This is an optimization exercise on Yosys and OpenROAD, whose aim is small area, a short achievable clock period and few clock cycles, not a production implementation.
The RTL was checked by simulation tests, not by an equivalence proof against the original design.

// SRT4
module SRT4 #(
    parameter WID = 64
) (
    clk         ,
    rst         ,
    dividend    ,
    divisor     ,
    sign        ,
    valid       ,
    ready       ,
    quotient    ,
    error       ,
    remainder
);
input           clk;
input           rst;
input[WID-1:0]  dividend;
input[WID-1:0]  divisor;
input           sign;
input           valid;
output          error;
output          ready;
output[WID-1:0] quotient;
output[WID-1:0] remainder;
reg         s_set;       
reg         s_it;        
reg         rdy_r;
reg [4:0]   cnt;         
wire        idle = ~(s_set | s_it | rdy_r);
reg [63:0]  R;           
reg [64:0]  E;           
reg [63:0]  Q;           
reg         an, bn;      
wire        sub = ~(an ^ bn);    
wire        qn  = an ^ bn;
wire [63:0] xa = {dividend[63] & ~sign, dividend[62:0] ^ dividend[63:1]};
wire [63:0] xb = {divisor[63] & ~sign, divisor[62:1] ^ divisor[63:2], 1'b1};
  ...
Size: about 220 flip-flops, ~29000 µm² of cells after synthesis.
==> flow/config.mk <==
export PLATFORM = sky130hd
export DESIGN_NAME = SRT4
export DESIGN_NICKNAME = SRT4
export VERILOG_FILES = /design/flow/design.v
export SDC_FILE = /design/flow/constraint.sdc
export NUM_CORES = 4
export LEC_CHECK = 0
export CAP_MARGIN = 20
export CORE_MARGIN = 2
export CORE_UTILIZATION = 65
export SETUP_SLACK_MARGIN = 5
export SLEW_MARGIN = 20
==> flow/constraint.sdc <==
create_clock -name core_clock -period 10.0 [get_ports {clk}]
set_input_delay 2.0000 -clock core_clock [delete_from_list [all_inputs] [get_ports {clk}]]
set_output_delay 2.0000 -clock core_clock [all_outputs]
set_load 0.01 [all_outputs]
run.sh (not shown) runs the stock make flow with config.mk's settings and CLKGATE_MAP_FILE= SYNTH_SCRIPT=/design/flow/synth_recipe.tcl, a recipe that flattens the netlist after the stock synthesis.
Testbench counts at the start, summed over its fixed seeds: cycles 199,279.
Change:
==> flow/flow/run.sh (new file) <==
#!/bin/bash
# Layout flow: the standard ORFS flow (standard synthesis, floorplan,
# placement, CTS, routing), with timing repair aimed at a period below the
# 10 ns constraint, so that the layout is made faster than the constraint
# alone asks for.  The constraints themselves (constraint.sdc) are unchanged.
set -euo pipefail
bash standard.sh SETUP_SLACK_MARGIN=6 finish > flow_make.log 2>&1
==> flow/standard.sh (new file) <==
#!/bin/bash
# synth_recipe.tcl (not shown) runs the flow's synth.tcl, then flattens the netlist and writes it again
# the make line also repeats each setting of config.mk as NAME=value (left out here)
make -C /OpenROAD-flow-scripts/flow DESIGN_CONFIG=/design/flow/config.mk WORK_HOME=/design/flow/orfs CLKGATE_MAP_FILE= SYNTH_SCRIPT=/design/flow/synth_recipe.tcl "${@:-finish}"
- SETUP_SLACK_MARGIN: 5 -> unset
removed: flow/run.sh
Result: With this change the flow failed in global routing, error GRT-0232; area after synthesis stays the same; synthesized cell count is unchanged.
Change:
==> flow/flow/run.sh (replaced) <==
#!/bin/bash
# Layout flow: the standard ORFS flow (standard synthesis, floorplan,
# placement, CTS, routing) with two changes in how the layout is made:
#  - the port buffers are sky130_fd_sc_hd__buf_2 cells instead of the delay
#    buffers buffer_ports picks by default (every port still gets a buffer);
#  - timing repair aims 5 ns below the 10 ns constraint.
# The constraints themselves (constraint.sdc) are unchanged.
set -euo pipefail
bash standard.sh SETUP_SLACK_MARGIN=5 \
  "BUFFER_PORTS_ARGS=-buffer_cell sky130_fd_sc_hd__buf_2" \
  finish > flow_make.log 2>&1
What happened:
- This time the run passed the timing, design-rule and antenna checks
- synthesized cell count is unchanged
- synthesized area is unchanged
Change:
--- a/flow/flow/run.sh
+++ b/flow/flow/run.sh
@@ -5,6 +5,6 @@
 #    buffers buffer_ports picks by default (every port still gets a buffer);
-#  - timing repair aims 5 ns below the 10 ns constraint.
+#  - timing repair aims 5.4 ns below the 10 ns constraint.
 # The constraints themselves (constraint.sdc) are unchanged.
 set -euo pipefail
-bash standard.sh SETUP_SLACK_MARGIN=5 \
+bash standard.sh SETUP_SLACK_MARGIN=5.4 \
   "BUFFER_PORTS_ARGS=-buffer_cell sky130_fd_sc_hd__buf_2" \
- CORE_UTILIZATION: 65 -> 70
=> The new run finished with timing, DRC and antenna clean; utilization rises by 8.0 points; cell area rises by about 2.7%; via count rises by about 4%; global-route usage rises by 3.4 points; critical path depth falls by 4; first-iteration DRC count rises by 19%; area after synthesis is unchanged.

-- re-timing with driven ports --
Ports are ideal in the flow. The routed layouts listed here were re-timed in OpenROAD. Step 1: set_driving_cell puts a clkbuf_16 on clk and a buf_2 on each other input, an assumption about the parent block. Step 2 adds t to the input delays and takes it off the output delays; t is the mean of the earliest and latest rising clock arrival at the registers after step 1. Input paths then give back, and output paths get back, about the clock's delay inside the block. Slacks: ideal / step 1 / step 2; pairs: ideal / step 1.
run | t, ns | slack for setup (ns) | worst setup path after step 2 | latest minus earliest clock arrival (ns) | worst data-port slew with drivers (ns)
the first run | 0.684 | 4.980 / 4.980 / 4.560 | input to register | 0.020 / 0.019 | 0.08
the third run | 0.671 | 4.897 / 4.897 / 4.897 | register to register | 0.024 / 0.024 | 0.08
the fourth run | 0.682 | 5.075 / 5.010 / 5.056 | input to register | 0.018 / 0.019 | 0.08
After both steps setup and hold are still met in every run listed. The setup slack of the first run, which loses most, moves by 0.000 ns with the drivers and by -0.420 ns with both steps.
